What follows belongs to an exercise in optimizing a design on an open flow for small area, a short achievable clock period and few clock cycles; a production flow would make more cautious choices. RTL that was checked went through simulation tests only; none was proved equivalent to the original. Function not checked in runs 1 and 3: the RTL went through the layout flow alone. Power figures rest on the tool's default switching activity, not on a simulated workload.

==> flow/design.v, too long to show whole: its modules and the start of the top module <==
// module MatrixMultUnit: 230 lines
// module mmu_mac: 2266 lines
// module mmu_fa: 4 lines
// module mmu_han: 4 lines
module MatrixMultUnit(
  input  wire reset_n,
  input  wire clk,
  input  wire dut_valid,
  output wire dut_ready,
  output wire        dut__tb__sram_input_write_enable,
  output wire [15:0] dut__tb__sram_input_write_address,
  output wire [31:0] dut__tb__sram_input_write_data,
  output wire [15:0] dut__tb__sram_input_read_address,
  input  wire [31:0] tb__dut__sram_input_read_data,
  output wire        dut__tb__sram_weight_write_enable,
  output wire [15:0] dut__tb__sram_weight_write_address,
  output wire [31:0] dut__tb__sram_weight_write_data,
  output wire [15:0] dut__tb__sram_weight_read_address,
  input  wire [31:0] tb__dut__sram_weight_read_data,
  output wire        dut__tb__sram_result_write_enable,
  output wire [15:0] dut__tb__sram_result_write_address,
  output wire [31:0] dut__tb__sram_result_write_data,
  output wire [15:0] dut__tb__sram_result_read_address,
  input  wire [31:0] tb__dut__sram_result_read_data,
  output wire        dut__tb__sram_scratchpad_write_enable,
  output wire [15:0] dut__tb__sram_scratchpad_write_address,
  output wire [31:0] dut__tb__sram_scratchpad_write_data,
  output wire [15:0] dut__tb__sram_scratchpad_read_address,
  input  wire [31:0] tb__dut__sram_scratchpad_read_data
);
  // ...
==> flow/flow/run.sh <==
#!/bin/bash
# The standard layout, with timing repair aiming at 6.8 ns of setup slack.
set -euo pipefail
bash standard.sh SETUP_SLACK_MARGIN=6.8 finish > standard_flow.log 2>&1
==> flow/standard.sh <==
#!/bin/bash
# synth_recipe.tcl (not shown) runs the flow's synth.tcl, then flattens the netlist and writes it again
# the make line also repeats each setting of config.mk as NAME=value (left out here)
make -C /OpenROAD-flow-scripts/flow DESIGN_CONFIG=/design/flow/config.mk WORK_HOME=/design/flow/orfs CLKGATE_MAP_FILE= SYNTH_SCRIPT=/design/flow/synth_recipe.tcl "${@:-finish}"
==> flow/config.mk <==
export PLATFORM = sky130hd
export DESIGN_NAME = MatrixMultUnit
export DESIGN_NICKNAME = MatrixMultUnit
export VERILOG_FILES = /design/flow/design.v
export SDC_FILE = /design/flow/constraint.sdc
export NUM_CORES = 4
export LEC_CHECK = 0
export ABC_CLOCK_PERIOD_IN_PS = 3000
export CAP_MARGIN = 20
export CORE_MARGIN = 2
export CORE_UTILIZATION = 40
export SLEW_MARGIN = 20
export SYNTH_HIERARCHICAL = 1
==> flow/constraint.sdc <==
create_clock -name core_clock -period 10.0 [get_ports {clk}]
set_input_delay 2.0000 -clock core_clock [delete_from_list [all_inputs] [get_ports {clk}]]
set_output_delay 2.0000 -clock core_clock [all_outputs]
set_load 0.01 [all_outputs]
==> reports/results.tsv, run 1 <==
stage	metric	value	unit
floorplan	die area	0.0811	mm²
synth	largest cells by area after synthesis	fa_1, dfxtp_1, edfxtp_1	
power	Total Power	11200	µW
synth	Synth top cells by count	nand2_1, fa_1, dfxtp_1	
sta	final setup margin	6.65	ns
floorplan	Tapcell Cnt	1040	
cts	H-tree depth reported by CTS	2	
finish	footprint of the multi-input gates	0.0193	mm²
synth	Synth Area in Compound Gates	5.65	%
finish	Layout non-clock buf frac	8.84	%
sta	Max transition margin	21.5	%
worst_setup_path	Max FO, Critical Path	7	
placement	Detailed Place HPWL	61.0	mm
floorplan	core footprint	0.0777	mm²
power	Switching Share	39.8	%
worst_setup_path	Worst Setup EP	u_mac.acc[19]$_DFF_P_	
drt	DRC Markers	0	
sta	RSZ-0062 raised after global routing	yes	
synth	main combinational cell family by area after synthesis	adder cells	
finish	sequential share of cell area	28.5	%
power	Comb pwr share	55.9	%
floorplan	num ports	392	
grt	largest net degree at the start of global routing	63	
grt	initial antenna violation count	3	
sta	final hold vios	0	
sta	Clock Skews	0.0392	ns
worst_setup_path	Critical Path Start	first4$_DFF_P_	
synth	syn avg cell area	10.4	µm²
status	outcome	complete, no violations	
floorplan	initial core utilization	40.6	%
grt	first-pass GRT wire length	136	mm
power	internal power	6730	µW
finish	total area of sequential cells	0.0106	mm²
power	Clk pwr share	17.8	%
synth	Post-Syn Area	0.0315	mm²
finish	number of multi-input logic gates	2116	
placement	Placement Cell Area	0.0342	mm²
synth	post-synthesis mux area share	2.79	%
power	P_leak	0.0152	µW
worst_setup_path	Critical Path RT	10.49	ns
placement	placed instance count	4142	
synth	Top FF cell, synth	dfxtp_1	
==> module MatrixMultUnit, before the edit <==
module MatrixMultUnit(
  input  wire reset_n,
  input  wire clk,
  input  wire dut_valid,
  output wire dut_ready,
  output wire        dut__tb__sram_input_write_enable,
  output wire [15:0] dut__tb__sram_input_write_address,
  output wire [31:0] dut__tb__sram_input_write_data,
  output wire [15:0] dut__tb__sram_input_read_address,
  input  wire [31:0] tb__dut__sram_input_read_data,
  output wire        dut__tb__sram_weight_write_enable,
  output wire [15:0] dut__tb__sram_weight_write_address,
  output wire [31:0] dut__tb__sram_weight_write_data,
  output wire [15:0] dut__tb__sram_weight_read_address,
  input  wire [31:0] tb__dut__sram_weight_read_data,
  output wire        dut__tb__sram_result_write_enable,
  output wire [15:0] dut__tb__sram_result_write_address,
  output wire [31:0] dut__tb__sram_result_write_data,
  output wire [15:0] dut__tb__sram_result_read_address,
  input  wire [31:0] tb__dut__sram_result_read_data,
  output wire        dut__tb__sram_scratchpad_write_enable,
  output wire [15:0] dut__tb__sram_scratchpad_write_address,
  output wire [31:0] dut__tb__sram_scratchpad_write_data,
  output wire [15:0] dut__tb__sram_scratchpad_read_address,
  input  wire [31:0] tb__dut__sram_scratchpad_read_data
);
localparam S_IDLE  = 3'd0;
localparam S_LOAD0 = 3'd1;    
localparam S_LOAD1 = 3'd2;    
localparam S_LOAD2 = 3'd3;    
localparam S_RUN   = 3'd4;    
localparam S_DRAIN = 3'd5;    
localparam P_QKV = 2'd0;
localparam P_S   = 2'd1;
localparam P_Z   = 2'd2;
localparam P_END = 2'd3;
reg  [2:0]  state;
reg         ready;
reg  [1:0]  phase;
reg  [1:0]  m;           
reg  [6:0]  t;           
reg  [4:0]  j;           
reg  [4:0]  i;           
reg  [4:0]  n_r, d_r;
reg  [6:0]  k_r;
reg  [6:0]  tl;
reg  [4:0]  jl;
reg  [8:0]  nd;
reg  [10:0] a_addr, a_base;
reg  [11:0] b_addr, b_base;
reg  [10:0] waddr;
reg  [2:0]  dcnt;
wire lt = (t == tl);
wire lj = (j == jl);
wire li = (i == n_r);
wire is_z = (phase == P_Z);
wire [10:0] a_inc = a_addr + 11'd1;
wire [11:0] b_inc = b_addr + (is_z ? {7'd0, d_r} : 12'd1);
wire [11:0] b_col = b_base + 12'd1;
wire [11:0] nd2 = {2'b00, nd, 1'b0};
wire [10:0] nd3 = {2'b00, nd} + {1'b0, nd, 1'b0};
always @(posedge clk or negedge reset_n) begin
  if (!reset_n) begin
    state <= S_IDLE;
    ready <= 1'b1;
  end else begin
    case (state)
      S_IDLE:  if (dut_valid) begin state <= S_LOAD0; ready <= 1'b0; end
      S_LOAD0: state <= S_LOAD1;
      S_LOAD1: state <= S_LOAD2;
      S_LOAD2: state <= S_RUN;
      S_RUN:   if (lt & lj & li & (phase != P_QKV)) state <= S_DRAIN;
      S_DRAIN: if (dcnt == 3'd0) begin
                 if (phase == P_END) begin state <= S_IDLE; ready <= 1'b1; end
                 else state <= S_RUN;
               end
      default: begin state <= S_IDLE; ready <= 1'b1; end
    endcase
  end
end
always @(posedge clk) begin
  case (state)
    S_IDLE, S_LOAD0: begin
      a_addr <= 11'd0;
      b_addr <= 12'd0;
    end
    S_LOAD1: begin
      a_addr <= 11'd0;
      b_addr <= 12'd0;
      n_r <= tb__dut__sram_input_read_data[20:16];
      k_r <= tb__dut__sram_input_read_data[6:0];
      d_r <= tb__dut__sram_weight_read_data[4:0];
    end
    S_LOAD2: begin
      phase  <= P_QKV;
      m      <= 2'd0;
      t      <= 7'd1;
      j      <= 5'd1;
      i      <= 5'd1;
      tl     <= k_r;
      jl     <= d_r;
      a_addr <= 11'd1;
      a_base <= 11'd1;
      b_addr <= 12'd1;
      b_base <= 12'd1;
    end
    S_RUN: begin
      if (!lt) begin
        t      <= t + 7'd1;
        a_addr <= a_inc;
        b_addr <= b_inc;
      end else begin
        t <= 7'd1;
        if (!lj) begin
          j      <= j + 5'd1;
          a_addr <= a_base;
          if (is_z) begin
            b_addr <= b_col;
            b_base <= b_col;
          end else
            b_addr <= b_inc;
        end else if (!li) begin
          j      <= 5'd1;
          i      <= i + 5'd1;
          a_addr <= a_inc;
          a_base <= a_inc;
          if (is_z) begin
            b_addr <= nd2;
            b_base <= nd2;
          end else
            b_addr <= b_base;
        end else begin
          j <= 5'd1;
          i <= 5'd1;
          if (phase == P_QKV && m != 2'd2) begin
            m      <= m + 2'd1;
            a_addr <= 11'd1;
            a_base <= 11'd1;
            b_addr <= b_inc;
            b_base <= b_inc;
          end else if (phase == P_QKV) begin
            phase  <= P_S;
            tl     <= {2'b00, d_r};
            jl     <= n_r;
            a_addr <= 11'd0;
            a_base <= 11'd0;
            b_addr <= {3'b000, nd};
            b_base <= {3'b000, nd};
          end else if (phase == P_S) begin
            phase  <= P_Z;
            tl     <= {2'b00, n_r};
            jl     <= d_r;
            a_addr <= nd3;
            a_base <= nd3;
            b_addr <= nd2;
            b_base <= nd2;
          end else
            phase <= P_END;
        end
      end
    end
    default: begin
      a_addr <= a_base;
      b_addr <= b_base;
    end
  endcase
end
always @(posedge clk) begin
  nd <= n_r * d_r;
  if (state == S_RUN) dcnt <= 3'd4;
  else dcnt <= dcnt - 3'd1;
end
reg        src1;
reg        first1, first2, first3, first4;
reg        last1, last2, last3, last4, we;
reg [31:0] op_a, op_b;
wire [31:0] acc;
always @(posedge clk) begin
  src1   <= (phase != P_QKV);
  first1 <= (t == 7'd1);
  first2 <= first1;
  first3 <= first2;
  first4 <= first3;
  op_a   <= src1 ? tb__dut__sram_result_read_data : tb__dut__sram_input_read_data;
  op_b   <= src1 ? tb__dut__sram_scratchpad_read_data : tb__dut__sram_weight_read_data;
end
always @(posedge clk or negedge reset_n) begin
  if (!reset_n) begin
    last1 <= 1'b0;
    last2 <= 1'b0;
    last3 <= 1'b0;
    last4 <= 1'b0;
    we    <= 1'b0;
  end else begin
    last1 <= (state == S_RUN) & lt;
    last2 <= last1;
    last3 <= last2;
    last4 <= last3;
    we    <= last4;
  end
end
always @(posedge clk) begin
  if (state == S_LOAD2) waddr <= 11'd0;
  else waddr <= waddr + {10'd0, we};
end
mmu_mac u_mac (
  .clk(clk),
  .a(op_a),
  .b(op_b),
  .zero_acc(first4),
  .acc(acc)
);
assign dut_ready = ready;
assign dut__tb__sram_input_write_enable   = 1'b0;
assign dut__tb__sram_input_write_address  = 16'd0;
assign dut__tb__sram_input_write_data     = 32'd0;
assign dut__tb__sram_weight_write_enable  = 1'b0;
assign dut__tb__sram_weight_write_address = 16'd0;
assign dut__tb__sram_weight_write_data    = 32'd0;
assign dut__tb__sram_input_read_address      = {5'd0, a_addr};
assign dut__tb__sram_result_read_address     = {5'd0, a_addr};
assign dut__tb__sram_weight_read_address     = {4'd0, b_addr};
assign dut__tb__sram_scratchpad_read_address = {4'd0, b_addr};
assign dut__tb__sram_result_write_enable      = we;
assign dut__tb__sram_result_write_address     = {5'd0, waddr};
assign dut__tb__sram_result_write_data        = acc;
assign dut__tb__sram_scratchpad_write_enable  = we;
assign dut__tb__sram_scratchpad_write_address = {5'd0, waddr};
assign dut__tb__sram_scratchpad_write_data    = acc;
endmodule
==> run 2: changes to the inputs <==
--- a/flow/design.v
+++ b/flow/design.v
@@ -149,43 +149,45 @@
           end else if (phase == P_S) begin
             phase  <= P_Z;
             tl     <= {2'b00, n_r};
             jl     <= d_r;
             a_addr <= nd3;
             a_base <= nd3;
             b_addr <= nd2;
             b_base <= nd2;
-          end else
-            phase <= P_END;
+          end else begin
+            phase  <= P_END;
+            a_addr <= a_base;
+            b_addr <= b_base;
+          end
         end
       end
     end
     default: begin
       a_addr <= a_base;
       b_addr <= b_base;
     end
   endcase
 end
 always @(posedge clk) begin
   nd <= n_r * d_r;
   if (state == S_RUN) dcnt <= 3'd4;
   else dcnt <= dcnt - 3'd1;
 end
 reg        src1;
-reg        first1, first2, first3, first4;
+reg        first1, first2, first3;
 reg        last1, last2, last3, last4, we;
 reg [31:0] op_a, op_b;
 wire [31:0] acc;
 always @(posedge clk) begin
   src1   <= (phase != P_QKV);
   first1 <= (t == 7'd1);
   first2 <= first1;
   first3 <= first2;
-  first4 <= first3;
   op_a   <= src1 ? tb__dut__sram_result_read_data : tb__dut__sram_input_read_data;
   op_b   <= src1 ? tb__dut__sram_scratchpad_read_data : tb__dut__sram_weight_read_data;
 end
 always @(posedge clk or negedge reset_n) begin
   if (!reset_n) begin
     last1 <= 1'b0;
     last2 <= 1'b0;
     last3 <= 1'b0;
@@ -202,17 +204,17 @@
 always @(posedge clk) begin
   if (state == S_LOAD2) waddr <= 11'd0;
   else waddr <= waddr + {10'd0, we};
 end
 mmu_mac u_mac (
   .clk(clk),
   .a(op_a),
   .b(op_b),
-  .zero_acc(first4),
+  .zero_acc(first3),
   .acc(acc)
 );
 assign dut_ready = ready;
 assign dut__tb__sram_input_write_enable   = 1'b0;
 assign dut__tb__sram_input_write_address  = 16'd0;
 assign dut__tb__sram_input_write_data     = 32'd0;
 assign dut__tb__sram_weight_write_enable  = 1'b0;
 assign dut__tb__sram_weight_write_address = 16'd0;
@@ -1071,75 +1073,199 @@
 wire yc1236;
 wire ys1238;
 wire yc1239;
 wire ys1241;
 wire yc1242;
 wire ys1244;
 wire yc1245;
 wire ys1247;
-wire ys1248;
-wire yc1249;
-wire ys1251;
-wire yc1252;
-wire ys1254;
-wire yc1255;
-wire ys1257;
-wire yc1258;
-wire ys1260;
-wire yc1261;
-wire ys1263;
-wire yc1264;
-wire ys1266;
-wire yc1267;
-wire ys1269;
-wire yc1270;
-wire ys1272;
-wire yc1273;
-wire ys1275;
-wire yc1276;
-wire ys1278;
-wire yc1279;
-wire ys1281;
-wire yc1282;
-wire ys1284;
-wire yc1285;
-wire ys1287;
-wire yc1288;
-wire ys1290;
-wire yc1291;
-wire ys1293;
-wire yc1294;
-wire ys1296;
-wire yc1297;
-wire ys1299;
-wire yc1300;
-wire ys1302;
-wire yc1303;
-wire ys1305;
-wire yc1306;
-wire ys1308;
-wire yc1309;
-wire ys1311;
-wire yc1312;
-wire ys1314;
-wire yc1315;
-wire ys1317;
-wire yc1318;
-wire ys1320;
-wire yc1321;
-wire ys1323;
-wire yc1324;
-wire ys1326;
-wire yc1327;
-wire ys1329;
-wire yc1330;
-wire ys1332;
-wire yc1333;
+wire yc1248;
+wire ys1250;
+wire yc1251;
+wire ys1253;
+wire yc1254;
+wire ys1256;
+wire yc1257;
+wire ys1259;
+wire yc1260;
+wire ys1262;
+wire yc1263;
+wire ys1265;
+wire yc1266;
+wire ys1268;
+wire yc1269;
+wire ys1271;
+wire yc1272;
+wire ys1274;
+wire yc1275;
+wire ys1277;
+wire yc1278;
+wire ys1280;
+wire yc1281;
+wire ys1283;
+wire yc1284;
+wire ys1286;
+wire yc1287;
+wire ys1289;
+wire yc1290;
+wire ys1292;
+wire yc1293;
+wire ys1295;
+wire yc1296;
+wire ys1298;
+wire yc1299;
+wire ys1301;
+wire yc1302;
+wire ys1304;
+wire yc1305;
+wire ys1307;
+wire yc1308;
+wire ys1310;
+wire yc1311;
+wire ys1313;
+wire yc1314;
+wire ys1316;
+wire yc1317;
+wire ys1319;
+wire yc1320;
+wire ys1322;
+wire yc1323;
+wire ys1325;
+wire yc1326;
+wire ys1328;
+wire yc1329;
+wire ys1331;
+wire yc1332;
+wire ys1334;
 wire ys1335;
+wire ys1336;
+wire yc1337;
+wire ys1339;
+wire yc1340;
+wire ys1342;
+wire yc1343;
+wire ys1345;
+wire yc1346;
+wire ys1348;
+wire yc1349;
+wire ys1351;
+wire yc1352;
+wire ys1354;
+wire yc1355;
+wire ys1357;
+wire yc1358;
+wire ys1360;
+wire yc1361;
+wire ys1363;
+wire yc1364;
+wire ys1366;
+wire yc1367;
+wire ys1369;
+wire yc1370;
+wire ys1372;
+wire yc1373;
+wire ys1375;
+wire yc1376;
+wire ys1378;
+wire yc1379;
+wire ys1381;
+wire yc1382;
+wire ys1384;
+wire yc1385;
+wire ys1387;
+wire yc1388;
+wire ys1390;
+wire yc1391;
+wire ys1393;
+wire yc1394;
+wire ys1396;
+wire yc1397;
+wire ys1399;
+wire yc1400;
+wire ys1402;
+wire yc1403;
+wire ys1405;
+wire yc1406;
+wire ys1408;
+wire yc1409;
+wire ys1411;
+wire yc1412;
+wire ys1414;
+wire yc1415;
+wire ys1417;
+wire yc1418;
+wire ys1420;
+wire yc1421;
+wire ys1423;
+wire yc1424;
+wire ys1426;
+wire ys1427;
+wire yc1428;
+wire ys1430;
+wire yc1431;
+wire ys1433;
+wire yc1434;
+wire ys1436;
+wire yc1437;
+wire ys1439;
+wire yc1440;
+wire ys1442;
+wire yc1443;
+wire ys1445;
+wire yc1446;
+wire ys1448;
+wire yc1449;
+wire ys1451;
+wire yc1452;
+wire ys1454;
+wire yc1455;
+wire ys1457;
+wire yc1458;
+wire ys1460;
+wire yc1461;
+wire ys1463;
+wire yc1464;
+wire ys1466;
+wire yc1467;
+wire ys1469;
+wire yc1470;
+wire ys1472;
+wire yc1473;
+wire ys1475;
+wire yc1476;
+wire ys1478;
+wire yc1479;
+wire ys1481;
+wire yc1482;
+wire ys1484;
+wire yc1485;
+wire ys1487;
+wire yc1488;
+wire ys1490;
+wire yc1491;
+wire ys1493;
+wire yc1494;
+wire ys1496;
+wire yc1497;
+wire ys1499;
+wire yc1500;
+wire ys1502;
+wire yc1503;
+wire ys1505;
+wire yc1506;
+wire ys1508;
+wire yc1509;
+wire ys1511;
+wire yc1512;
+wire ys1514;
+wire yc1515;
+wire ys1517;
+wire yc1518;
+wire ys1520;
 reg q0_0;
 reg q1_0;
 reg q1_1;
 reg q2_0;
 reg q2_1;
 reg q2_2;
 reg q3_0;
 reg q3_1;
@@ -1307,17 +1433,19 @@
 reg q30_4;
 reg q30_5;
 reg q31_0;
 reg q31_1;
 reg q31_2;
 reg q31_3;
 reg q31_4;
 reg q31_5;
-reg [31:0] ps_n, pc_n;    
+reg [31:0] acc_s, acc_c;
+wire [31:0] am_s = acc_s | {32{zero_acc}};
+wire [31:0] am_c = acc_c | {32{zero_acc}};
 wire pp0_0 = ~(a[0] & b[0]);
 wire pp0_1 = ~(a[1] & b[0]);
 wire pp0_2 = ~(a[2] & b[0]);
 wire pp0_3 = ~(a[3] & b[0]);
 wire pp0_4 = ~(a[4] & b[0]);
 wire pp0_5 = ~(a[5] & b[0]);
 wire pp0_6 = ~(a[6] & b[0]);
 wire pp0_7 = ~(a[7] & b[0]);
@@ -2242,80 +2370,140 @@
 mmu_fa f1145 (.a(q28_0), .b(q28_1), .c(q28_2), .s(ys1143), .co(yc1144));
 mmu_fa f1148 (.a(q28_3), .b(q28_4), .c(q28_5), .s(ys1146), .co(yc1147));
 mmu_fa f1151 (.a(q29_0), .b(q29_1), .c(q29_2), .s(ys1149), .co(yc1150));
 mmu_fa f1154 (.a(q29_3), .b(q29_4), .c(q29_5), .s(ys1152), .co(yc1153));
 mmu_fa f1157 (.a(q30_0), .b(q30_1), .c(q30_2), .s(ys1155), .co(yc1156));
 mmu_fa f1160 (.a(q30_3), .b(q30_4), .c(q30_5), .s(ys1158), .co(yc1159));
 assign ys1161 = q31_0 ^ q31_1 ^ q31_2;
 assign ys1162 = q31_3 ^ q31_4 ^ q31_5;
-mmu_han h1165 (.a(q3_0), .b(q3_1), .s(ys1163), .co(yc1164));
-mmu_fa f1168 (.a(q4_2), .b(q4_3), .c(q4_4), .s(ys1166), .co(yc1167));
-mmu_fa f1171 (.a(q5_5), .b(yc1003), .c(ys1008), .s(ys1169), .co(yc1170));
-mmu_fa f1174 (.a(yc1009), .b(yc1006), .c(ys1011), .s(ys1172), .co(yc1173));
-mmu_fa f1177 (.a(yc1012), .b(yc1015), .c(ys1017), .s(ys1175), .co(yc1176));
-mmu_fa f1180 (.a(yc1018), .b(yc1021), .c(ys1023), .s(ys1178), .co(yc1179));
-mmu_fa f1183 (.a(yc1024), .b(yc1027), .c(ys1029), .s(ys1181), .co(yc1182));
-mmu_fa f1186 (.a(yc1030), .b(yc1033), .c(ys1035), .s(ys1184), .co(yc1185));
-mmu_fa f1189 (.a(yc1036), .b(yc1039), .c(ys1041), .s(ys1187), .co(yc1188));
-mmu_fa f1192 (.a(yc1042), .b(yc1045), .c(ys1047), .s(ys1190), .co(yc1191));
-mmu_fa f1195 (.a(yc1048), .b(yc1051), .c(ys1053), .s(ys1193), .co(yc1194));
-mmu_fa f1198 (.a(yc1054), .b(yc1057), .c(ys1059), .s(ys1196), .co(yc1197));
-mmu_fa f1201 (.a(yc1060), .b(yc1063), .c(ys1065), .s(ys1199), .co(yc1200));
-mmu_fa f1204 (.a(yc1066), .b(yc1069), .c(ys1071), .s(ys1202), .co(yc1203));
-mmu_fa f1207 (.a(yc1072), .b(yc1075), .c(ys1077), .s(ys1205), .co(yc1206));
-mmu_fa f1210 (.a(yc1078), .b(yc1081), .c(ys1083), .s(ys1208), .co(yc1209));
-mmu_fa f1213 (.a(yc1084), .b(yc1087), .c(ys1089), .s(ys1211), .co(yc1212));
-mmu_fa f1216 (.a(yc1090), .b(yc1093), .c(ys1095), .s(ys1214), .co(yc1215));
-mmu_fa f1219 (.a(yc1096), .b(yc1099), .c(ys1101), .s(ys1217), .co(yc1218));
-mmu_fa f1222 (.a(yc1102), .b(yc1105), .c(ys1107), .s(ys1220), .co(yc1221));
-mmu_fa f1225 (.a(yc1108), .b(yc1111), .c(ys1113), .s(ys1223), .co(yc1224));
-mmu_fa f1228 (.a(yc1114), .b(yc1117), .c(ys1119), .s(ys1226), .co(yc1227));
-mmu_fa f1231 (.a(yc1120), .b(yc1123), .c(ys1125), .s(ys1229), .co(yc1230));
-mmu_fa f1234 (.a(yc1126), .b(yc1129), .c(ys1131), .s(ys1232), .co(yc1233));
-mmu_fa f1237 (.a(yc1132), .b(yc1135), .c(ys1137), .s(ys1235), .co(yc1236));
-mmu_fa f1240 (.a(yc1138), .b(yc1141), .c(ys1143), .s(ys1238), .co(yc1239));
-mmu_fa f1243 (.a(yc1144), .b(yc1147), .c(ys1149), .s(ys1241), .co(yc1242));
-mmu_fa f1246 (.a(yc1150), .b(yc1153), .c(ys1155), .s(ys1244), .co(yc1245));
-assign ys1247 = yc1156 ^ yc1159 ^ ys1161;
-mmu_han h1250 (.a(q2_0), .b(q2_1), .s(ys1248), .co(yc1249));
-mmu_fa f1253 (.a(q3_2), .b(q3_3), .c(ys1163), .s(ys1251), .co(yc1252));
-mmu_fa f1256 (.a(yc1164), .b(ys1002), .c(ys1166), .s(ys1254), .co(yc1255));
-mmu_fa f1259 (.a(yc1167), .b(ys1005), .c(ys1169), .s(ys1257), .co(yc1258));
-mmu_fa f1262 (.a(ys1014), .b(yc1170), .c(ys1172), .s(ys1260), .co(yc1261));
-mmu_fa f1265 (.a(ys1020), .b(yc1173), .c(ys1175), .s(ys1263), .co(yc1264));
-mmu_fa f1268 (.a(ys1026), .b(yc1176), .c(ys1178), .s(ys1266), .co(yc1267));
-mmu_fa f1271 (.a(ys1032), .b(yc1179), .c(ys1181), .s(ys1269), .co(yc1270));
-mmu_fa f1274 (.a(ys1038), .b(yc1182), .c(ys1184), .s(ys1272), .co(yc1273));
-mmu_fa f1277 (.a(ys1044), .b(yc1185), .c(ys1187), .s(ys1275), .co(yc1276));
-mmu_fa f1280 (.a(ys1050), .b(yc1188), .c(ys1190), .s(ys1278), .co(yc1279));
-mmu_fa f1283 (.a(ys1056), .b(yc1191), .c(ys1193), .s(ys1281), .co(yc1282));
-mmu_fa f1286 (.a(ys1062), .b(yc1194), .c(ys1196), .s(ys1284), .co(yc1285));
-mmu_fa f1289 (.a(ys1068), .b(yc1197), .c(ys1199), .s(ys1287), .co(yc1288));
-mmu_fa f1292 (.a(ys1074), .b(yc1200), .c(ys1202), .s(ys1290), .co(yc1291));
-mmu_fa f1295 (.a(ys1080), .b(yc1203), .c(ys1205), .s(ys1293), .co(yc1294));
-mmu_fa f1298 (.a(ys1086), .b(yc1206), .c(ys1208), .s(ys1296), .co(yc1297));
-mmu_fa f1301 (.a(ys1092), .b(yc1209), .c(ys1211), .s(ys1299), .co(yc1300));
-mmu_fa f1304 (.a(ys1098), .b(yc1212), .c(ys1214), .s(ys1302), .co(yc1303));
-mmu_fa f1307 (.a(ys1104), .b(yc1215), .c(ys1217), .s(ys1305), .co(yc1306));
-mmu_fa f1310 (.a(ys1110), .b(yc1218), .c(ys1220), .s(ys1308), .co(yc1309));
-mmu_fa f1313 (.a(ys1116), .b(yc1221), .c(ys1223), .s(ys1311), .co(yc1312));
-mmu_fa f1316 (.a(ys1122), .b(yc1224), .c(ys1226), .s(ys1314), .co(yc1315));
-mmu_fa f1319 (.a(ys1128), .b(yc1227), .c(ys1229), .s(ys1317), .co(yc1318));
-mmu_fa f1322 (.a(ys1134), .b(yc1230), .c(ys1232), .s(ys1320), .co(yc1321));
-mmu_fa f1325 (.a(ys1140), .b(yc1233), .c(ys1235), .s(ys1323), .co(yc1324));
-mmu_fa f1328 (.a(ys1146), .b(yc1236), .c(ys1238), .s(ys1326), .co(yc1327));
-mmu_fa f1331 (.a(ys1152), .b(yc1239), .c(ys1241), .s(ys1329), .co(yc1330));
-mmu_fa f1334 (.a(ys1158), .b(yc1242), .c(ys1244), .s(ys1332), .co(yc1333));
-assign ys1335 = ys1162 ^ yc1245 ^ ys1247;
-wire [31:0] ps = ~ps_n;
-wire [31:0] pc = ~pc_n;
-wire [31:0] accm = zero_acc ? 32'd0 : acc;
-wire [31:0] fs = ps ^ pc ^ accm;
-wire [31:0] fc = (ps & pc) | (ps & accm) | (pc & accm);
+mmu_han h1165 (.a(q2_0), .b(q2_1), .s(ys1163), .co(yc1164));
+mmu_fa f1168 (.a(q3_0), .b(q3_1), .c(q3_2), .s(ys1166), .co(yc1167));
+mmu_han h1171 (.a(q3_3), .b(am_s[3]), .s(ys1169), .co(yc1170));
+mmu_fa f1174 (.a(q4_2), .b(q4_3), .c(q4_4), .s(ys1172), .co(yc1173));
+mmu_fa f1177 (.a(am_s[4]), .b(am_c[4]), .c(ys1002), .s(ys1175), .co(yc1176));
+mmu_fa f1180 (.a(q5_5), .b(am_s[5]), .c(am_c[5]), .s(ys1178), .co(yc1179));
+mmu_fa f1183 (.a(yc1003), .b(ys1008), .c(ys1005), .s(ys1181), .co(yc1182));
+mmu_fa f1186 (.a(am_s[6]), .b(am_c[6]), .c(yc1009), .s(ys1184), .co(yc1185));
+mmu_fa f1189 (.a(yc1006), .b(ys1011), .c(ys1014), .s(ys1187), .co(yc1188));
+mmu_fa f1192 (.a(am_s[7]), .b(am_c[7]), .c(yc1012), .s(ys1190), .co(yc1191));
+mmu_fa f1195 (.a(yc1015), .b(ys1017), .c(ys1020), .s(ys1193), .co(yc1194));
+mmu_fa f1198 (.a(am_s[8]), .b(am_c[8]), .c(yc1018), .s(ys1196), .co(yc1197));
+mmu_fa f1201 (.a(yc1021), .b(ys1023), .c(ys1026), .s(ys1199), .co(yc1200));
+mmu_fa f1204 (.a(am_s[9]), .b(am_c[9]), .c(yc1024), .s(ys1202), .co(yc1203));
+mmu_fa f1207 (.a(yc1027), .b(ys1029), .c(ys1032), .s(ys1205), .co(yc1206));
+mmu_fa f1210 (.a(am_s[10]), .b(am_c[10]), .c(yc1030), .s(ys1208), .co(yc1209));
+mmu_fa f1213 (.a(yc1033), .b(ys1035), .c(ys1038), .s(ys1211), .co(yc1212));
+mmu_fa f1216 (.a(am_s[11]), .b(am_c[11]), .c(yc1036), .s(ys1214), .co(yc1215));
+mmu_fa f1219 (.a(yc1039), .b(ys1041), .c(ys1044), .s(ys1217), .co(yc1218));
+mmu_fa f1222 (.a(am_s[12]), .b(am_c[12]), .c(yc1042), .s(ys1220), .co(yc1221));
+mmu_fa f1225 (.a(yc1045), .b(ys1047), .c(ys1050), .s(ys1223), .co(yc1224));
+mmu_fa f1228 (.a(am_s[13]), .b(am_c[13]), .c(yc1048), .s(ys1226), .co(yc1227));
+mmu_fa f1231 (.a(yc1051), .b(ys1053), .c(ys1056), .s(ys1229), .co(yc1230));
+mmu_fa f1234 (.a(am_s[14]), .b(am_c[14]), .c(yc1054), .s(ys1232), .co(yc1233));
+mmu_fa f1237 (.a(yc1057), .b(ys1059), .c(ys1062), .s(ys1235), .co(yc1236));
+mmu_fa f1240 (.a(am_s[15]), .b(am_c[15]), .c(yc1060), .s(ys1238), .co(yc1239));
+mmu_fa f1243 (.a(yc1063), .b(ys1065), .c(ys1068), .s(ys1241), .co(yc1242));
+mmu_fa f1246 (.a(am_s[16]), .b(am_c[16]), .c(yc1066), .s(ys1244), .co(yc1245));
+mmu_fa f1249 (.a(yc1069), .b(ys1071), .c(ys1074), .s(ys1247), .co(yc1248));
+mmu_fa f1252 (.a(am_s[17]), .b(am_c[17]), .c(yc1072), .s(ys1250), .co(yc1251));
+mmu_fa f1255 (.a(yc1075), .b(ys1077), .c(ys1080), .s(ys1253), .co(yc1254));
+mmu_fa f1258 (.a(am_s[18]), .b(am_c[18]), .c(yc1078), .s(ys1256), .co(yc1257));
+mmu_fa f1261 (.a(yc1081), .b(ys1083), .c(ys1086), .s(ys1259), .co(yc1260));
+mmu_fa f1264 (.a(am_s[19]), .b(am_c[19]), .c(yc1084), .s(ys1262), .co(yc1263));
+mmu_fa f1267 (.a(yc1087), .b(ys1089), .c(ys1092), .s(ys1265), .co(yc1266));
+mmu_fa f1270 (.a(am_s[20]), .b(am_c[20]), .c(yc1090), .s(ys1268), .co(yc1269));
+mmu_fa f1273 (.a(yc1093), .b(ys1095), .c(ys1098), .s(ys1271), .co(yc1272));
+mmu_fa f1276 (.a(am_s[21]), .b(am_c[21]), .c(yc1096), .s(ys1274), .co(yc1275));
+mmu_fa f1279 (.a(yc1099), .b(ys1101), .c(ys1104), .s(ys1277), .co(yc1278));
+mmu_fa f1282 (.a(am_s[22]), .b(am_c[22]), .c(yc1102), .s(ys1280), .co(yc1281));
+mmu_fa f1285 (.a(yc1105), .b(ys1107), .c(ys1110), .s(ys1283), .co(yc1284));
+mmu_fa f1288 (.a(am_s[23]), .b(am_c[23]), .c(yc1108), .s(ys1286), .co(yc1287));
+mmu_fa f1291 (.a(yc1111), .b(ys1113), .c(ys1116), .s(ys1289), .co(yc1290));
+mmu_fa f1294 (.a(am_s[24]), .b(am_c[24]), .c(yc1114), .s(ys1292), .co(yc1293));
+mmu_fa f1297 (.a(yc1117), .b(ys1119), .c(ys1122), .s(ys1295), .co(yc1296));
+mmu_fa f1300 (.a(am_s[25]), .b(am_c[25]), .c(yc1120), .s(ys1298), .co(yc1299));
+mmu_fa f1303 (.a(yc1123), .b(ys1125), .c(ys1128), .s(ys1301), .co(yc1302));
+mmu_fa f1306 (.a(am_s[26]), .b(am_c[26]), .c(yc1126), .s(ys1304), .co(yc1305));
+mmu_fa f1309 (.a(yc1129), .b(ys1131), .c(ys1134), .s(ys1307), .co(yc1308));
+mmu_fa f1312 (.a(am_s[27]), .b(am_c[27]), .c(yc1132), .s(ys1310), .co(yc1311));
+mmu_fa f1315 (.a(yc1135), .b(ys1137), .c(ys1140), .s(ys1313), .co(yc1314));
+mmu_fa f1318 (.a(am_s[28]), .b(am_c[28]), .c(yc1138), .s(ys1316), .co(yc1317));
+mmu_fa f1321 (.a(yc1141), .b(ys1143), .c(ys1146), .s(ys1319), .co(yc1320));
+mmu_fa f1324 (.a(am_s[29]), .b(am_c[29]), .c(yc1144), .s(ys1322), .co(yc1323));
+mmu_fa f1327 (.a(yc1147), .b(ys1149), .c(ys1152), .s(ys1325), .co(yc1326));
+mmu_fa f1330 (.a(am_s[30]), .b(am_c[30]), .c(yc1150), .s(ys1328), .co(yc1329));
+mmu_fa f1333 (.a(yc1153), .b(ys1155), .c(ys1158), .s(ys1331), .co(yc1332));
+assign ys1334 = am_s[31] ^ am_c[31] ^ yc1156;
+assign ys1335 = yc1159 ^ ys1161 ^ ys1162;
+mmu_han h1338 (.a(q1_0), .b(q1_1), .s(ys1336), .co(yc1337));
+mmu_fa f1341 (.a(q2_2), .b(am_s[2]), .c(am_c[2]), .s(ys1339), .co(yc1340));
+mmu_fa f1344 (.a(am_c[3]), .b(yc1164), .c(ys1169), .s(ys1342), .co(yc1343));
+mmu_fa f1347 (.a(yc1170), .b(yc1167), .c(ys1172), .s(ys1345), .co(yc1346));
+mmu_fa f1350 (.a(yc1173), .b(ys1178), .c(yc1176), .s(ys1348), .co(yc1349));
+mmu_fa f1353 (.a(yc1179), .b(ys1184), .c(yc1182), .s(ys1351), .co(yc1352));
+mmu_fa f1356 (.a(yc1185), .b(yc1188), .c(ys1190), .s(ys1354), .co(yc1355));
+mmu_fa f1359 (.a(yc1191), .b(yc1194), .c(ys1196), .s(ys1357), .co(yc1358));
+mmu_fa f1362 (.a(yc1197), .b(yc1200), .c(ys1202), .s(ys1360), .co(yc1361));
+mmu_fa f1365 (.a(yc1203), .b(yc1206), .c(ys1208), .s(ys1363), .co(yc1364));
+mmu_fa f1368 (.a(yc1209), .b(yc1212), .c(ys1214), .s(ys1366), .co(yc1367));
+mmu_fa f1371 (.a(yc1215), .b(yc1218), .c(ys1220), .s(ys1369), .co(yc1370));
+mmu_fa f1374 (.a(yc1221), .b(yc1224), .c(ys1226), .s(ys1372), .co(yc1373));
+mmu_fa f1377 (.a(yc1227), .b(yc1230), .c(ys1232), .s(ys1375), .co(yc1376));
+mmu_fa f1380 (.a(yc1233), .b(yc1236), .c(ys1238), .s(ys1378), .co(yc1379));
+mmu_fa f1383 (.a(yc1239), .b(yc1242), .c(ys1244), .s(ys1381), .co(yc1382));
+mmu_fa f1386 (.a(yc1245), .b(yc1248), .c(ys1250), .s(ys1384), .co(yc1385));
+mmu_fa f1389 (.a(yc1251), .b(yc1254), .c(ys1256), .s(ys1387), .co(yc1388));
+mmu_fa f1392 (.a(yc1257), .b(yc1260), .c(ys1262), .s(ys1390), .co(yc1391));
+mmu_fa f1395 (.a(yc1263), .b(yc1266), .c(ys1268), .s(ys1393), .co(yc1394));
+mmu_fa f1398 (.a(yc1269), .b(yc1272), .c(ys1274), .s(ys1396), .co(yc1397));
+mmu_fa f1401 (.a(yc1275), .b(yc1278), .c(ys1280), .s(ys1399), .co(yc1400));
+mmu_fa f1404 (.a(yc1281), .b(yc1284), .c(ys1286), .s(ys1402), .co(yc1403));
+mmu_fa f1407 (.a(yc1287), .b(yc1290), .c(ys1292), .s(ys1405), .co(yc1406));
+mmu_fa f1410 (.a(yc1293), .b(yc1296), .c(ys1298), .s(ys1408), .co(yc1409));
+mmu_fa f1413 (.a(yc1299), .b(yc1302), .c(ys1304), .s(ys1411), .co(yc1412));
+mmu_fa f1416 (.a(yc1305), .b(yc1308), .c(ys1310), .s(ys1414), .co(yc1415));
+mmu_fa f1419 (.a(yc1311), .b(yc1314), .c(ys1316), .s(ys1417), .co(yc1418));
+mmu_fa f1422 (.a(yc1317), .b(yc1320), .c(ys1322), .s(ys1420), .co(yc1421));
+mmu_fa f1425 (.a(yc1323), .b(yc1326), .c(ys1328), .s(ys1423), .co(yc1424));
+assign ys1426 = yc1329 ^ yc1332 ^ ys1334;
+mmu_han h1429 (.a(q0_0), .b(am_s[0]), .s(ys1427), .co(yc1428));
+mmu_fa f1432 (.a(am_s[1]), .b(am_c[1]), .c(ys1336), .s(ys1430), .co(yc1431));
+mmu_fa f1435 (.a(yc1337), .b(ys1163), .c(ys1339), .s(ys1433), .co(yc1434));
+mmu_fa f1438 (.a(yc1340), .b(ys1166), .c(ys1342), .s(ys1436), .co(yc1437));
+mmu_fa f1441 (.a(yc1343), .b(ys1175), .c(ys1345), .s(ys1439), .co(yc1440));
+mmu_fa f1444 (.a(yc1346), .b(ys1181), .c(ys1348), .s(ys1442), .co(yc1443));
+mmu_fa f1447 (.a(ys1187), .b(yc1349), .c(ys1351), .s(ys1445), .co(yc1446));
+mmu_fa f1450 (.a(ys1193), .b(yc1352), .c(ys1354), .s(ys1448), .co(yc1449));
+mmu_fa f1453 (.a(ys1199), .b(yc1355), .c(ys1357), .s(ys1451), .co(yc1452));
+mmu_fa f1456 (.a(ys1205), .b(yc1358), .c(ys1360), .s(ys1454), .co(yc1455));
+mmu_fa f1459 (.a(ys1211), .b(yc1361), .c(ys1363), .s(ys1457), .co(yc1458));
+mmu_fa f1462 (.a(ys1217), .b(yc1364), .c(ys1366), .s(ys1460), .co(yc1461));
+mmu_fa f1465 (.a(ys1223), .b(yc1367), .c(ys1369), .s(ys1463), .co(yc1464));
+mmu_fa f1468 (.a(ys1229), .b(yc1370), .c(ys1372), .s(ys1466), .co(yc1467));
+mmu_fa f1471 (.a(ys1235), .b(yc1373), .c(ys1375), .s(ys1469), .co(yc1470));
+mmu_fa f1474 (.a(ys1241), .b(yc1376), .c(ys1378), .s(ys1472), .co(yc1473));
+mmu_fa f1477 (.a(ys1247), .b(yc1379), .c(ys1381), .s(ys1475), .co(yc1476));
+mmu_fa f1480 (.a(ys1253), .b(yc1382), .c(ys1384), .s(ys1478), .co(yc1479));
+mmu_fa f1483 (.a(ys1259), .b(yc1385), .c(ys1387), .s(ys1481), .co(yc1482));
+mmu_fa f1486 (.a(ys1265), .b(yc1388), .c(ys1390), .s(ys1484), .co(yc1485));
+mmu_fa f1489 (.a(ys1271), .b(yc1391), .c(ys1393), .s(ys1487), .co(yc1488));
+mmu_fa f1492 (.a(ys1277), .b(yc1394), .c(ys1396), .s(ys1490), .co(yc1491));
+mmu_fa f1495 (.a(ys1283), .b(yc1397), .c(ys1399), .s(ys1493), .co(yc1494));
+mmu_fa f1498 (.a(ys1289), .b(yc1400), .c(ys1402), .s(ys1496), .co(yc1497));
+mmu_fa f1501 (.a(ys1295), .b(yc1403), .c(ys1405), .s(ys1499), .co(yc1500));
+mmu_fa f1504 (.a(ys1301), .b(yc1406), .c(ys1408), .s(ys1502), .co(yc1503));
+mmu_fa f1507 (.a(ys1307), .b(yc1409), .c(ys1411), .s(ys1505), .co(yc1506));
+mmu_fa f1510 (.a(ys1313), .b(yc1412), .c(ys1414), .s(ys1508), .co(yc1509));
+mmu_fa f1513 (.a(ys1319), .b(yc1415), .c(ys1417), .s(ys1511), .co(yc1512));
+mmu_fa f1516 (.a(ys1325), .b(yc1418), .c(ys1420), .s(ys1514), .co(yc1515));
+mmu_fa f1519 (.a(ys1331), .b(yc1421), .c(ys1423), .s(ys1517), .co(yc1518));
+assign ys1520 = ys1335 ^ yc1424 ^ ys1426;
+wire [31:0] as_t = ~acc_s;
+wire [31:0] ac_t = ~acc_c;
 always @(posedge clk) begin
   q0_0 <= pp0_0;
   q1_0 <= pp0_1;
   q1_1 <= pp1_0;
   q2_0 <= pp0_2;
   q2_1 <= pp1_1;
   q2_2 <= pp2_0;
   q3_0 <= pp0_3;
@@ -2484,19 +2672,19 @@
   q30_4 <= xs993;
   q30_5 <= xs996;
   q31_0 <= xc991;
   q31_1 <= xc994;
   q31_2 <= xc997;
   q31_3 <= xs999;
   q31_4 <= xs1000;
   q31_5 <= xs1001;
-  ps_n <= {yc1333, yc1330, yc1327, yc1324, yc1321, yc1318, yc1315, yc1312, yc1309, yc1306, yc1303, yc1300, yc1297, yc1294, yc1291, yc1288, yc1285, yc1282, yc1279, yc1276, yc1273, yc1270, yc1267, yc1264, yc1261, yc1258, yc1255, yc1252, yc1249, ys1248, q1_0, q0_0};
-  pc_n <= {ys1335, ys1332, ys1329, ys1326, ys1323, ys1320, ys1317, ys1314, ys1311, ys1308, ys1305, ys1302, ys1299, ys1296, ys1293, ys1290, ys1287, ys1284, ys1281, ys1278, ys1275, ys1272, ys1269, ys1266, ys1263, ys1260, ys1257, ys1254, ys1251, q2_2, q1_1, 1'b1};
-  acc  <= fs + {fc[30:0], 1'b0};
+  acc_s <= {yc1518, yc1515, yc1512, yc1509, yc1506, yc1503, yc1500, yc1497, yc1494, yc1491, yc1488, yc1485, yc1482, yc1479, yc1476, yc1473, yc1470, yc1467, yc1464, yc1461, yc1458, yc1455, yc1452, yc1449, yc1446, yc1443, yc1440, yc1437, yc1434, yc1431, yc1428, ys1427};
+  acc_c <= {ys1520, ys1517, ys1514, ys1511, ys1508, ys1505, ys1502, ys1499, ys1496, ys1493, ys1490, ys1487, ys1484, ys1481, ys1478, ys1475, ys1472, ys1469, ys1466, ys1463, ys1460, ys1457, ys1454, ys1451, ys1448, ys1445, ys1442, ys1439, ys1436, ys1433, ys1430, am_c[0]};
+  acc   <= as_t + ac_t;
 end
 endmodule
 module mmu_fa(input wire a, input wire b, input wire c, output wire s, output wire co);
 assign s  = a ^ b ^ c;
 assign co = (a & b) | (a & c) | (b & c);
 endmodule
 module mmu_han(input wire a, input wire b, output wire s, output wire co);
 assign s  = ~(a ^ b);
==> flow/flow/run.sh (replaced) <==
#!/bin/bash
# The standard layout (standard synthesis included), with timing repair
# aiming at 6.9 ns of setup slack instead of 0.
set -euo pipefail
bash standard.sh SETUP_SLACK_MARGIN=6.9 finish > standard_flow.log 2>&1
==> run 2 against run 1 <==
Compared with the run above:
- sequential cell count unchanged
- non-clock buffer count is 36 lower
- clock power is 8% higher
- largest cell class unchanged
- sequential share of layout area shrank 1.4 points
- register-to-register slack improved by 0.26 ns
- global-route usage fell by 0.46 points
- largest power group unchanged
- design area increased by 3.7%
- critical path depth down 12
==> reports/results.tsv, run 2 <==
stage	metric	value	unit	change
worst_setup_path	worst-path cell chain	buf_6		was buf_12 -> buf_16 -> nor2b_4 -> fa_1 -> ha_4 -> or4_4 -> o221ai_4 -> a31oi_1 -> o21ai_1 -> a21boi_2 -> buf_4 -> buf_4 -> a311o_1
sta	worst-case hold slack	0.331	ns	was 0.325 ns
status	outcome	complete, no violations		unchanged
placement	Detailed Place HPWL	62.8	mm	was 61.0 mm
worst_setup_path	crit end category	output pin		was flip-flop
sta	max-slew violations	0		unchanged
drt	DRC Markers	0		unchanged
floorplan	die height	289	µm	was 285 µm
worst_setup_path	CP top delay family	flip-flops		was compound AO/OA/AOI/OAI gates
grt	initial antenna violation count	0		was 3
sta	Setup Viol. Count Final	0		unchanged
finish	fin area	0.0383	mm²	was 0.0370 mm²
worst_setup_path	crit start category	flip-flop		unchanged
grt	first-pass GRT wire length	137	mm	was 136 mm
drt	via count	22398		was 21938
power	P_leak	0.0158	µW	was 0.0152 µW
synth	syn avg cell area	10.4	µm²	about the same
floorplan	initial core utilization	40.4	%	was 40.6%
sta	Fmax achieved	0.307	GHz	was 0.299 GHz
placement	port buffer count	265		unchanged
grt	final global-route overflow total	0		unchanged
sta	Clock Skews	0.0377	ns	was 0.0392 ns
worst_setup_path	WS Path Type	flip-flop to output pin		was flip-flop to flip-flop
finish	most common cell after layout, fill and taps aside	nand2_1		unchanged
cts	H-tree depth reported by CTS	2		unchanged
power	Power Density	253	mW/mm²	was 302 mW/mm²
worst_setup_path	CP max-delay cell	dfstp_2		was or4_4
drt	drt wl/cell	20.4	µm	about the same
cts	CTS root buf	clkbuf_16		unchanged
power	Total Power	9710	µW	was 11200 µW
synth	Gate Count Post-Synth	3117		was 3020
sta	Max transition margin	30.4	%	was 21.5%
sta	final period utilization	32.6	%	was 33.5%
sta	time the worst path needs with I/O delays and setup	3.26	ns	was 3.35 ns
sta	Setup TNS	0	ns	unchanged
cts	clock sink total	469		unchanged
synth	Distinct cells, synth	90		was 84
synth	Post-synth EDFFs	73		was 96
power	maximum vdd drop	153	µV	was 239 µV
synth	yosys warns	8		unchanged
finish	layout cells sized above 1	18.7	%	was 18.3%
floorplan	DIE WIDTH	289	µm	was 285 µm
placement	gp weighted congestion	0.895		was 0.883
sta	Least-Margin Pin Slew	1.04	ns	was 1.17 ns
drt	Antenna Violating Nets Remaining	0		unchanged
cts	hold buffer count at CTS	0		unchanged
sta	RSZ-0062 raised after global routing	yes		unchanged
drt	Routed WL	90.4	mm	was 88.5 mm
synth	Post-Syn Area	0.0326	mm²	was 0.0315 mm²
run	Max Cap Violations	0		unchanged
grt	GRT Total Usage	21.4	%	was 21.9%
synth	fraction of registers with async set/reset	1.92	%	unchanged
finish	Diodes inserted	0		was 1
grt	largest net degree at the start of global routing	65		was 63
worst_setup_path	Buf/Inv on CP	1		was 4
drt	1st-iter DRT viols	1567		was 1677
synth	number of synthesized register bits	469		unchanged
floorplan	core footprint	0.0805	mm²	was 0.0777 mm²
floorplan	num ports	392		unchanged
finish	Nets	4027		was 3940
floorplan	die area	0.0837	mm²	was 0.0811 mm²
min_path	Hold Path Class	flip-flop to flip-flop		unchanged
cts	Inserted Clock Buffers	54		was 51
cts	worst skew pair latency	0.64	ns	was 0.62 ns
worst_setup_path	flop2flop setup slack	6.91	ns	was 6.65 ns
cts	Clock Tree Buf Depth	3		unchanged
drt	first drt pass iteration count	5		was 7
cts	CTS tree	built		unchanged
worst_setup_path	WP data arrival	1.26	ns	was 3.84 ns
synth	post-synth top area share	29.3	%	was 28.4%
synth	Top FF cell, synth	dfxtp_1		unchanged
drt	post-DR vias/cell	5.07		was 5.05
floorplan	row cnt	104		was 102
finish	most frequent cells in the layout	nand2_1, fa_1, dfxtp_1		unchanged
synth	count leader, synth	nand2_1		unchanged
worst_setup_path	Largest stage delay, worst path	0.54	ns	about the same
synth	largest cells by area after synthesis	fa_1, dfxtp_1, nand2_1		was fa_1, dfxtp_1, edfxtp_1
worst_setup_path	Max FO, Critical Path	2		was 7
synth	area leader, netlist	fa_1		unchanged
finish	Layout area overhead	17.7	%	was 17.3%
synth	post-synthesis sequential area ratio	31.2	%	was 33.0%
worst_setup_path	Critical Path RT	8.00	ns	was 10.49 ns
placement	Placement Cell Area	0.0353	mm²	was 0.0342 mm²
synth	Synth top cells by count	nand2_1, fa_1, dfxtp_1		unchanged
cts	Worst-path clk slew	0.06	ns	about the same
grt	number of global-route vias before repair	23262		was 23532
sta	final hold vios	0		unchanged
## run 2: cell types whose count changed in the layout (fill, tap and decap cells not counted), sizes merged, moves of 10 or more
cell,change
or2,+58
buf,-40
fa,+29
dfxtp,+23
edfxtp,-23
nand2,-20
nor2b,-19
a21oi,+17
o211ai,-16
inv,+11
o31ai,+11
nand3,-10
o221ai,+10
## run 2: kinds of logic after synthesis
kind of cell             share of synthesized area, %
AO/OA/AOI/OAI                                    6.86
XOR/XNOR                                         4.41
adder cells (fa/ha/maj)                          33.3
buffers and inverters                            8.99
flip-flops                                       31.2
multiplexers                                     2.99
other                                          0.0115
AND/OR/NAND/NOR                                  12.3
## run 2: Yosys stat by module, one instance, submodules excluded
module          area, µm²  times used  flip-flops and latches
mmu_mac             10800           1                     273
MatrixMultUnit      11600           1                     196
mmu_han              27.5          31                       0
mmu_fa               20.0         465                       0
## run 2: power breakdown
part	internal, µW	leakage [µW]	switching [µW]	total, µW
Clock	1270	0.000943	861	2130
Combinational	2250	0.0108	2530	4780
Sequential	2480	0.00404	316	2800
Total	6000	0.0158	3710	9710
## run 2: final cells by class
class	instances	area, µm²
Inverter	226	865
Tap cell	1060	1330
Clock inverter	35	409
Timing Repair Buffer	370	3710
Sequential cell	469	10400
Clock buffer	67	1510
Fill cell	7351	42200
Multi-Input combinational cell	2195	20100
## run 2: stage by stage
| stage | setup WS, ns | std cells | utilization [%] |
|---|---|---|---|
| global route | 6.71 | 4422 | 47.6 |
| finish | 6.74 | 4422 | 47.6 |
| CTS | 6.71 | 4406 | 47.1 |
| global placement | 6.23 | 4249 | 43.8 |
| detailed placement | 6.17 | 4249 | 43.8 |
| floorplan | 6.91 | 3242 | - |
## run 2: timing repair
item                                    4_1_cts  5_1_grt
pin swaps                                     7        8
gates resized for setup                     780       63
buffers inserted                             55       11
gates cloned                                  0        5
endpoints found under the setup margin      236      173
## run 2: metal layers
metal | wire length (µm) | vias up | track usage [%]
li1 | - | 10039 | -
met1 | 38200 | 11081 | 29.6
met2 | 41400 | 1087 | 33.8
met3 | 7320 | 191 | 3.84
met4 | 3500 | 0 | 7.86
met5 | 0 | - | 0
## run 2: path summary, 6_finish.rpt
path / from / end / depth (start not counted)
worst min-delay path: first2$_DFF_P_ / first3$_DFF_P_ / 0
worst max-delay path: ready$_DFFE_PN1P_ / dut_ready / 1
worst max register to register: d_r[3]$_DFFE_PP_ / nd[8]$_DFF_P_ / 13
min in group asynchronous: reset_n / last2$_DFF_PN0_ / 1
max in group asynchronous: reset_n / ready$_DFFE_PN1P_ / 1
worst min register to register: first2$_DFF_P_ / first3$_DFF_P_ / 0
Testbench counts of run 2, summed over its fixed seeds: cycles 565,141.
==> run 3: changes to the inputs <==
--- a/flow/design.v
+++ b/flow/design.v
@@ -35,7 +35,7 @@
 localparam P_Z   = 2'd2;
 localparam P_END = 2'd3;
 reg  [2:0]  state;
-reg         ready;
+reg         busy;
 reg  [1:0]  phase;
 reg  [1:0]  m;           
 reg  [6:0]  t;           
@@ -62,19 +62,19 @@
 always @(posedge clk or negedge reset_n) begin
   if (!reset_n) begin
     state <= S_IDLE;
-    ready <= 1'b1;
+    busy  <= 1'b0;
   end else begin
     case (state)
-      S_IDLE:  if (dut_valid) begin state <= S_LOAD0; ready <= 1'b0; end
+      S_IDLE:  if (dut_valid) begin state <= S_LOAD0; busy <= 1'b1; end
       S_LOAD0: state <= S_LOAD1;
       S_LOAD1: state <= S_LOAD2;
       S_LOAD2: state <= S_RUN;
       S_RUN:   if (lt & lj & li & (phase != P_QKV)) state <= S_DRAIN;
       S_DRAIN: if (dcnt == 3'd0) begin
-                 if (phase == P_END) begin state <= S_IDLE; ready <= 1'b1; end
+                 if (phase == P_END) begin state <= S_IDLE; busy <= 1'b0; end
                  else state <= S_RUN;
                end
-      default: begin state <= S_IDLE; ready <= 1'b1; end
+      default: begin state <= S_IDLE; busy <= 1'b0; end
     endcase
   end
 end
@@ -212,7 +212,7 @@
   .zero_acc(first3),
   .acc(acc)
 );
-assign dut_ready = ready;
+assign dut_ready = ~busy;
 assign dut__tb__sram_input_write_enable   = 1'b0;
 assign dut__tb__sram_input_write_address  = 16'd0;
 assign dut__tb__sram_input_write_data     = 32'd0;
==> flow/flow/run.sh (replaced) <==
#!/bin/bash
# The standard layout (standard synthesis included), with timing repair
# aiming at 7.0 ns of setup slack instead of 0.
set -euo pipefail
bash standard.sh SETUP_SLACK_MARGIN=7.0 finish > standard_flow.log 2>&1
==> run 3 against run 2 <==
Compared with the run above:
- clock skew is 0.0018 ns higher
- largest power group unchanged
- synthesized cell count is 0.55% higher
- die area is 0.11% lower
- sequential cell count stayed put
==> reports/results.tsv, run 3 <==
stage	metric	value	unit	change
sta	Least-Margin Pin Slew	0.861	ns	was 1.04 ns
finish	Layout area overhead	18.0	%	was 17.7%
drt	first drt pass iteration count	5		unchanged
drt	DRC Markers	0		unchanged
worst_setup_path	RR Startpoint	d_r[2]$_DFFE_PP_		was d_r[3]$_DFFE_PP_
cts	CTS root buf	clkbuf_16		unchanged
finish	most common cell after layout, fill and taps aside	nand2_1		unchanged
drt	Routed WL	89.4	mm	was 90.4 mm
power	Power Density	371	mW/mm²	was 253 mW/mm²
drt	1st-iter DRT viols	1681		was 1567
floorplan	die height	289	µm	about the same
finish	Diodes inserted	0		unchanged
power	P_leak	0.0158	µW	about the same
cts	clock sink total	469		unchanged
min_path	Worst Hold Depth	0		unchanged
floorplan	core footprint	0.0805	mm²	unchanged
floorplan	die area	0.0836	mm²	was 0.0837 mm²
sta	final period utilization	31.9	%	was 32.6%
worst_setup_path	WP data arrival	1.19	ns	was 1.26 ns
sta	Setup TNS	0	ns	unchanged
finish	most frequent cells in the layout	nand2_1, fa_1, dfxtp_1		unchanged
synth	Post-synth EDFFs	73		unchanged
power	maximum vdd drop	187	µV	was 153 µV
drt	via count	22550		was 22398
synth	Synth top cells by count	nand2_1, fa_1, dfxtp_1		unchanged
synth	count leader, synth	nand2_1		unchanged
synth	largest cells by area after synthesis	fa_1, dfxtp_1, nand2_1		unchanged
floorplan	row cnt	104		unchanged
grt	initial antenna violation count	0		unchanged
placement	gp weighted congestion	0.895		about the same
finish	layout cells sized above 1	18.7	%	about the same
cts	Clock Tree Buf Depth	3		unchanged
drt	Antenna Violating Nets Remaining	0		unchanged
sta	time the worst path needs with I/O delays and setup	3.19	ns	was 3.26 ns
synth	syn avg cell area	10.4	µm²	about the same
min_path	min-delay src	first1$_DFF_P_		was first2$_DFF_P_
synth	post-synth top area share	29.3	%	about the same
sta	final hold vios	0		unchanged
synth	area leader, netlist	fa_1		unchanged
min_path	WHS Endpoint	first2$_DFF_P_		was first3$_DFF_P_
worst_setup_path	flop2flop setup slack	6.98	ns	was 6.91 ns
worst_setup_path	crit start category	flip-flop		unchanged
floorplan	DIE WIDTH	289	µm	about the same
synth	post-synthesis sequential area ratio	31.2	%	about the same
floorplan	num ports	392		unchanged
sta	Setup Viol. Count Final	0		unchanged
synth	Distinct cells, synth	93		was 90
worst_setup_path	WS Path Type	flip-flop to output pin		unchanged
grt	final global-route overflow total	0		unchanged
synth	number of synthesized register bits	469		unchanged
status	outcome	complete, no violations		unchanged
cts	CTS tree	built		unchanged
min_path	Hold Path Class	flip-flop to flip-flop		unchanged
worst_setup_path	Critical Path RT	8.00	ns	about the same
run	Max Cap Violations	0		unchanged
cts	Inserted Clock Buffers	54		unchanged
synth	Gate Count Post-Synth	3134		was 3117
sta	RSZ-0062 raised after global routing	yes		unchanged
worst_setup_path	path depth of the worst reg2reg path	12		was 13
grt	number of global-route vias before repair	23515		was 23262
worst_setup_path	crit end category	output pin		unchanged
worst_setup_path	Max FO, Critical Path	2		unchanged
finish	filler instances	7401		was 7351
power	Total Power	14300	µW	was 9710 µW
sta	max-slew violations	0		unchanged
grt	largest net degree at the start of global routing	65		unchanged
cts	hold buffer count at CTS	0		unchanged
synth	Post-Syn Area	0.0325	mm²	was 0.0326 mm²
worst_setup_path	end of the worst register-to-register path	nd[8]$_DFF_P_		unchanged
cts	Worst-path clk slew	0.06	ns	about the same
cts	worst skew pair latency	0.64	ns	about the same
sta	Fmax achieved	0.313	GHz	was 0.307 GHz
sta	Max transition margin	42.5	%	was 30.4%
synth	yosys warns	8		unchanged
sta	worst-case hold slack	0.326	ns	was 0.331 ns
finish	Nets	4045		was 4027
drt	drt wl/cell	20.1	µm	was 20.4 µm
synth	fraction of registers with async set/reset	1.92	%	unchanged
placement	port buffer count	265		unchanged
grt	first-pass GRT wire length	135	mm	was 137 mm
grt	GRT Total Usage	21.1	%	was 21.4%
synth	Top FF cell, synth	dfxtp_1		unchanged
drt	post-DR vias/cell	5.08		was 5.07
cts	H-tree depth reported by CTS	2		unchanged
floorplan	initial core utilization	40.4	%	about the same
sta	Clock Skews	0.0395	ns	was 0.0377 ns
placement	Detailed Place HPWL	61.5	mm	was 62.8 mm
run 3: cell count changes after synthesis, moves of 6 or more:
| cell | before | now |
|---|---|---|
| inv_1 | 225 | 238 |
| xnor2_1 | 110 | 119 |
| a22oi_1 | 14 | 6 |
| o221ai_1 | 12 | 6 |
| o31ai_1 | 11 | 2 |
| clkbuf_1 | 132 | 123 |
| a21oi_1 | 76 | 82 |
| xor2_1 | 54 | 47 |
| nand3_1 | 34 | 53 |
| buf_2 | 14 | 24 |
| o211ai_1 | 6 | 15 |
run 3: report_power, final:
part / internal [µW] / total (µW) / switching [µW]
Combinational: 4040 / 8610 / 4570
Clock: 1220 / 2080 / 861
Sequential: 2900 / 3560 / 662
Total: 8160 / 14300 / 6090
run 3: how the worst max path moves through the flow:
stage | endpoint | startpoint | cells after the start
finish | dut_ready | busy$_DFFE_PN0P_ | 2
global route | dut_ready | busy$_DFFE_PN0P_ | 2
detailed placement | b_addr[8]$_DFF_P_ | phase[1]$_SDFFCE_PN0P_ | 11
global placement | b_addr[8]$_DFF_P_ | phase[1]$_SDFFCE_PN0P_ | 11
floorplan | b_addr[8]$_DFF_P_ | phase[0]$_SDFFCE_PN0P_ | 12
CTS | dut__tb__sram_result_write_data[15] | u_mac.acc[15]$_DFF_P_ | 2
run 3: cells by family after synthesis:
kind of cell             Yosys count  synth area share, %
other                              1               0.0115
flip-flops                       469                 31.2
AO/OA/AOI/OAI                    303                 6.45
buffers and inverters            595                 9.25
AND/OR/NAND/NOR                  940                 12.5
multiplexers                      80                 2.73
XOR/XNOR                         166                 4.47
adder cells (fa/ha/maj)          580                 33.3
run 3: per-layer routing:
metal / share of wire [%] / global-route usage [%]
met5: 0 / 0
met4: 3.3 / 6.34
met3: 8.1 / 4.14
met2: 46 / 34.0
met1: 43 / 28.8
run 3: cell type report:
| type | count | area [µm²] | area share [%] |
|---|---|---|---|
| Inverter | 239 | 903 | 2.35 |
| Clock inverter | 26 | 373 | 0.971 |
| Tap cell | 1060 | 1330 | 3.46 |
| Clock buffer | 74 | 1500 | 3.91 |
| Timing Repair Buffer | 375 | 3850 | 10.0 |
| Multi-Input combinational cell | 2195 | 20000 | 52.1 |
| Sequential cell | 469 | 10400 | 27.1 |
run 3: timing repair:
action,CTS,global route
pin swaps,10,20
buffers inserted,55,20
cloned,0,3
setup endpoints to repair,244,206
gates resized for setup,810,72
run 3: critical path: stages, from the launching register on:
cell and delay (ns):
dfrtp_1 0.39, inv_2 0.07, buf_6 0.10
run 3: stage by stage:
| stage | std cells | instance area [µm²] | utilization, % | worst slack (ns) |
|---|---|---|---|---|
| after global routing | 4438 | 38400 | 47.7 | 6.75 |
| final | 4438 | 38400 | 47.7 | 6.81 |
| after detailed placement | 4260 | 35100 | 43.6 | 6.09 |
| after CTS | 4415 | 37900 | 47.0 | 6.75 |
| after floorplan | 3259 | 33000 | - | 7.00 |
| after global placement | 4260 | 35100 | 43.6 | 6.23 |
run 3: Yosys stat by module (local to each module, per instance):
module | flops+latches | copies in the design | cells inside
MatrixMultUnit | 196 | 1 | 1184
mmu_han | 0 | 31 | 5
mmu_fa | 0 | 465 | 1
mmu_mac | 273 | 1 | 1330

==> afterwards: timing with drivers on the ports <==
The results above use ideal ports. As a check the final layouts listed here were re-extracted and re-timed, cells and wires unchanged.
Step 1, drivers: a clkbuf_16 drives clk and a buf_2 each remaining input, both assumed.
Step 2 times the ports against the registers' clock, not the clock port: input delays grow and output delays shrink by t, the midpoint of the rising clock arrivals with the driver on.
Slacks: ideal ports / drivers / drivers and shift; pairs: ideal ports / drivers.
run | t, ns | setup WS [ns] | worst register clock-pin slew, ns
run 1 | 0.665 | 6.654 / 6.611 / 6.654 | 0.07 / 0.07
run 2 | 0.684 | 6.742 / 6.677 / 6.685 | 0.07 / 0.07
run 3 | 0.685 | 6.806 / 6.742 / 6.596 | 0.07 / 0.07
After both steps setup and hold are still met in every run listed. For run 3, which loses most, drivers alone change the setup slack by -0.064 ns; drivers and shift together by -0.210 ns.
